Background: an optimization exercise with open tools, aiming at small area, a short achievable clock period and few clock cycles per item. Do not read the settings as production practice. RTL that was checked went through simulation tests only; none was proved equivalent to the original. Power is estimated from default activity; no workload was simulated.

==> run Z <==
==> flow/design.v (excerpt) <==
module conv3x3(
    input wire clk,
    input wire rst,
    input wire en,
    input wire [7:0] pixel1,
    input wire [7:0] pixel2,
    input wire [7:0] pixel3,
    input wire [7:0] pixel4,
    input wire [7:0] pixel5,
    input wire [7:0] pixel6,
    input wire [7:0] pixel7,
    input wire [7:0] pixel8,
    input wire [7:0] pixel9,
    input wire [7:0] filter1,
    input wire [7:0] filter2,
    input wire [7:0] filter3,
    input wire [7:0] filter4,
    input wire [7:0] filter5,
    input wire [7:0] filter6,
    input wire [7:0] filter7,
    input wire [7:0] filter8,
    input wire [7:0] filter9,
    output wire [31:0] result,
    output wire done
);
wire [48:0] cs;
reg [48:0] cs_reg;
reg done_reg;
alu alu1(
    .pixel1(pixel1),
    .pixel2(pixel2),
    .pixel3(pixel3),
    .pixel4(pixel4),
    .pixel5(pixel5),
    .pixel6(pixel6),
    .pixel7(pixel7),
    .pixel8(pixel8),
    .pixel9(pixel9),
    .filter1(filter1),
  ...
Settings: LEC_CHECK=0, CAP_MARGIN=20, CORE_MARGIN=2, CORE_UTILIZATION=65, SETUP_SLACK_MARGIN=4.3, SLEW_MARGIN=20, SYNTH_HIERARCHICAL=1; clock period 10.0 ns.
standard.sh (not shown) runs the stock make flow with config.mk's settings and CLKGATE_MAP_FILE= SYNTH_SCRIPT=/design/flow/synth_recipe.tcl, a recipe that flattens the netlist after the stock synthesis.
==> flow/flow/run.sh <==
#!/bin/bash
set -o pipefail
bash standard.sh "BUFFER_PORTS_ARGS=-buffer_cell sky130_fd_sc_hd__buf_2" finish > standard_flow.log 2>&1
==> run F: changes against run Z <==
--- a/flow/design.v
+++ b/flow/design.v
@@ -1853,218 +1853,11 @@
 wire bhs12, bhc12;
 ha bha12 (.a(cs_reg[47]), .b(bc552), .s(bhs12), .co(bhc12));
 wire bhs13, bhc13;
 assign bhs13 = ~cs_reg[48];
 assign bhc13 = cs_reg[48];
 wire [19:0] rowa = {bhc13, bhc12, bhc11, bhc10, bhc9, bhc8, bhc7, bhc6, bhc5, bhc4, bs540, bhc2, bs537, bhc0, cs_reg[7], cs_reg[4], cs_reg[3], cs_reg[2], cs_reg[1], cs_reg[0]};
 wire [19:0] rowb = {1'b0, bhs13, bhs12, bhs11, bhs10, bhs9, bhs8, bhs7, bhs6, bhs5, bhs4, bhs3, bhs2, bhs1, bhs0, 1'b0, 1'b0, 1'b0, 1'b0, 1'b0};
-wire [19:0] g0 = rowa & rowb;
-wire [19:0] t0 = rowa | rowb;
-wire [19:0] g1, t1;
-assign g1[0] = g0[0];
-assign t1[0] = t0[0];
-assign g1[1] = g0[1] | (t0[1] & g0[0]);
-assign t1[1] = t0[1] & t0[0];
-assign g1[2] = g0[2];
-assign t1[2] = t0[2];
-assign g1[3] = g0[3] | (t0[3] & g0[2]);
-assign t1[3] = t0[3] & t0[2];
-assign g1[4] = g0[4];
-assign t1[4] = t0[4];
-assign g1[5] = g0[5] | (t0[5] & g0[4]);
-assign t1[5] = t0[5] & t0[4];
-assign g1[6] = g0[6];
-assign t1[6] = t0[6];
-assign g1[7] = g0[7] | (t0[7] & g0[6]);
-assign t1[7] = t0[7] & t0[6];
-assign g1[8] = g0[8];
-assign t1[8] = t0[8];
-assign g1[9] = g0[9] | (t0[9] & g0[8]);
-assign t1[9] = t0[9] & t0[8];
-assign g1[10] = g0[10];
-assign t1[10] = t0[10];
-assign g1[11] = g0[11] | (t0[11] & g0[10]);
-assign t1[11] = t0[11] & t0[10];
-assign g1[12] = g0[12];
-assign t1[12] = t0[12];
-assign g1[13] = g0[13] | (t0[13] & g0[12]);
-assign t1[13] = t0[13] & t0[12];
-assign g1[14] = g0[14];
-assign t1[14] = t0[14];
-assign g1[15] = g0[15] | (t0[15] & g0[14]);
-assign t1[15] = t0[15] & t0[14];
-assign g1[16] = g0[16];
-assign t1[16] = t0[16];
-assign g1[17] = g0[17] | (t0[17] & g0[16]);
-assign t1[17] = t0[17] & t0[16];
-assign g1[18] = g0[18];
-assign t1[18] = t0[18];
-assign g1[19] = g0[19] | (t0[19] & g0[18]);
-assign t1[19] = t0[19] & t0[18];
-wire [19:0] g2, t2;
-assign g2[0] = g1[0];
-assign t2[0] = t1[0];
-assign g2[1] = g1[1];
-assign t2[1] = t1[1];
-assign g2[2] = g1[2] | (t1[2] & g1[1]);
-assign t2[2] = t1[2] & t1[1];
-assign g2[3] = g1[3] | (t1[3] & g1[1]);
-assign t2[3] = t1[3] & t1[1];
-assign g2[4] = g1[4];
-assign t2[4] = t1[4];
-assign g2[5] = g1[5];
-assign t2[5] = t1[5];
-assign g2[6] = g1[6] | (t1[6] & g1[5]);
-assign t2[6] = t1[6] & t1[5];
-assign g2[7] = g1[7] | (t1[7] & g1[5]);
-assign t2[7] = t1[7] & t1[5];
-assign g2[8] = g1[8];
-assign t2[8] = t1[8];
-assign g2[9] = g1[9];
-assign t2[9] = t1[9];
-assign g2[10] = g1[10] | (t1[10] & g1[9]);
-assign t2[10] = t1[10] & t1[9];
-assign g2[11] = g1[11] | (t1[11] & g1[9]);
-assign t2[11] = t1[11] & t1[9];
-assign g2[12] = g1[12];
-assign t2[12] = t1[12];
-assign g2[13] = g1[13];
-assign t2[13] = t1[13];
-assign g2[14] = g1[14] | (t1[14] & g1[13]);
-assign t2[14] = t1[14] & t1[13];
-assign g2[15] = g1[15] | (t1[15] & g1[13]);
-assign t2[15] = t1[15] & t1[13];
-assign g2[16] = g1[16];
-assign t2[16] = t1[16];
-assign g2[17] = g1[17];
-assign t2[17] = t1[17];
-assign g2[18] = g1[18] | (t1[18] & g1[17]);
-assign t2[18] = t1[18] & t1[17];
-assign g2[19] = g1[19] | (t1[19] & g1[17]);
-assign t2[19] = t1[19] & t1[17];
-wire [19:0] g3, t3;
-assign g3[0] = g2[0];
-assign t3[0] = t2[0];
-assign g3[1] = g2[1];
-assign t3[1] = t2[1];
-assign g3[2] = g2[2];
-assign t3[2] = t2[2];
-assign g3[3] = g2[3];
-assign t3[3] = t2[3];
-assign g3[4] = g2[4] | (t2[4] & g2[3]);
-assign t3[4] = t2[4] & t2[3];
-assign g3[5] = g2[5] | (t2[5] & g2[3]);
-assign t3[5] = t2[5] & t2[3];
-assign g3[6] = g2[6] | (t2[6] & g2[3]);
-assign t3[6] = t2[6] & t2[3];
-assign g3[7] = g2[7] | (t2[7] & g2[3]);
-assign t3[7] = t2[7] & t2[3];
-assign g3[8] = g2[8];
-assign t3[8] = t2[8];
-assign g3[9] = g2[9];
-assign t3[9] = t2[9];
-assign g3[10] = g2[10];
-assign t3[10] = t2[10];
-assign g3[11] = g2[11];
-assign t3[11] = t2[11];
-assign g3[12] = g2[12] | (t2[12] & g2[11]);
-assign t3[12] = t2[12] & t2[11];
-assign g3[13] = g2[13] | (t2[13] & g2[11]);
-assign t3[13] = t2[13] & t2[11];
-assign g3[14] = g2[14] | (t2[14] & g2[11]);
-assign t3[14] = t2[14] & t2[11];
-assign g3[15] = g2[15] | (t2[15] & g2[11]);
-assign t3[15] = t2[15] & t2[11];
-assign g3[16] = g2[16];
-assign t3[16] = t2[16];
-assign g3[17] = g2[17];
-assign t3[17] = t2[17];
-assign g3[18] = g2[18];
-assign t3[18] = t2[18];
-assign g3[19] = g2[19];
-assign t3[19] = t2[19];
-wire [19:0] g4, t4;
-assign g4[0] = g3[0];
-assign t4[0] = t3[0];
-assign g4[1] = g3[1];
-assign t4[1] = t3[1];
-assign g4[2] = g3[2];
-assign t4[2] = t3[2];
-assign g4[3] = g3[3];
-assign t4[3] = t3[3];
-assign g4[4] = g3[4];
-assign t4[4] = t3[4];
-assign g4[5] = g3[5];
-assign t4[5] = t3[5];
-assign g4[6] = g3[6];
-assign t4[6] = t3[6];
-assign g4[7] = g3[7];
-assign t4[7] = t3[7];
-assign g4[8] = g3[8] | (t3[8] & g3[7]);
-assign t4[8] = t3[8] & t3[7];
-assign g4[9] = g3[9] | (t3[9] & g3[7]);
-assign t4[9] = t3[9] & t3[7];
-assign g4[10] = g3[10] | (t3[10] & g3[7]);
-assign t4[10] = t3[10] & t3[7];
-assign g4[11] = g3[11] | (t3[11] & g3[7]);
-assign t4[11] = t3[11] & t3[7];
-assign g4[12] = g3[12] | (t3[12] & g3[7]);
-assign t4[12] = t3[12] & t3[7];
-assign g4[13] = g3[13] | (t3[13] & g3[7]);
-assign t4[13] = t3[13] & t3[7];
-assign g4[14] = g3[14] | (t3[14] & g3[7]);
-assign t4[14] = t3[14] & t3[7];
-assign g4[15] = g3[15] | (t3[15] & g3[7]);
-assign t4[15] = t3[15] & t3[7];
-assign g4[16] = g3[16];
-assign t4[16] = t3[16];
-assign g4[17] = g3[17];
-assign t4[17] = t3[17];
-assign g4[18] = g3[18];
-assign t4[18] = t3[18];
-assign g4[19] = g3[19];
-assign t4[19] = t3[19];
-wire [19:0] g5, t5;
-assign g5[0] = g4[0];
-assign t5[0] = t4[0];
-assign g5[1] = g4[1];
-assign t5[1] = t4[1];
-assign g5[2] = g4[2];
-assign t5[2] = t4[2];
-assign g5[3] = g4[3];
-assign t5[3] = t4[3];
-assign g5[4] = g4[4];
-assign t5[4] = t4[4];
-assign g5[5] = g4[5];
-assign t5[5] = t4[5];
-assign g5[6] = g4[6];
-assign t5[6] = t4[6];
-assign g5[7] = g4[7];
-assign t5[7] = t4[7];
-assign g5[8] = g4[8];
-assign t5[8] = t4[8];
-assign g5[9] = g4[9];
-assign t5[9] = t4[9];
-assign g5[10] = g4[10];
-assign t5[10] = t4[10];
-assign g5[11] = g4[11];
-assign t5[11] = t4[11];
-assign g5[12] = g4[12];
-assign t5[12] = t4[12];
-assign g5[13] = g4[13];
-assign t5[13] = t4[13];
-assign g5[14] = g4[14];
-assign t5[14] = t4[14];
-assign g5[15] = g4[15];
-assign t5[15] = t4[15];
-assign g5[16] = g4[16] | (t4[16] & g4[15]);
-assign t5[16] = t4[16] & t4[15];
-assign g5[17] = g4[17] | (t4[17] & g4[15]);
-assign t5[17] = t4[17] & t4[15];
-assign g5[18] = g4[18] | (t4[18] & g4[15]);
-assign t5[18] = t4[18] & t4[15];
-assign g5[19] = g4[19] | (t4[19] & g4[15]);
-assign t5[19] = t4[19] & t4[15];
-wire [19:0] sum = rowa ^ rowb ^ {g5[18:0], 1'b0};
+wire [19:0] sum = rowa + rowb;
 assign result = {12'd0, ~sum};
 assign done = done_reg;
 endmodule
- SETUP_SLACK_MARGIN: 4.3 -> not set
==> comparison table <==
metric	run Z	run F
First-pass GRT wire length	75100 um	75700 um
Smallest setup slack after layout	4.35 ns	4.23 ns
Mux cell area share after synthesis	0	0.00153
Met2 routing resource usage after global routing	0.620	0.642
Seq. pwr	0.467 mW	0.466 mW
Synthesis-to-layout area growth	3.83%	1.95%
Minimum clock period	5.65 ns	5.77 ns
Fraction of standard cell area that is sequential	0.0589	0.0604
Final Net Count	2265	2227
Achievable frequency	177 MHz	173 MHz
Distinct cells, synth	30	40
Result of the run	no timing/DRC/antenna violations	no timing/DRC/antenna violations
Starting density of the core	0.658	0.656
Testbench counts of run F, summed over its fixed seeds: cycles 1,608, items 1,600.
Only the layout flow was run in run Z; the RTL was not checked for function there.

## what the ideal ports hide
The results above use ideal ports. As a check the final layouts listed here were re-extracted and re-timed, cells and wires unchanged. Step 1 sets driving cells, clkbuf_16 on the clock port and buf_2 on the other inputs (assumed; they add their load-dependent delay and slew). Step 2 times the ports against the registers' clock, not the clock port: input delays grow and output delays shrink by t, the midpoint of the rising clock arrivals with the driver on. a / b / c = ideal / step 1 / step 2; a / b = the first two.
run | t, ns | setup slack, ns | worst setup path at the end | worst data-port slew with drivers (ns) | pins driven straight from the clock port
run Z | 0.358 | 4.345 / 4.295 / 4.035 | input to register | 0.05 | 1
run F | 0.358 | 4.225 / 4.247 / 3.889 | input to register | 0.05 | 1
After both steps every run listed still meets setup and hold. The setup slack of run F, which loses most, moves by +0.022 ns with the drivers and by -0.336 ns with both steps.
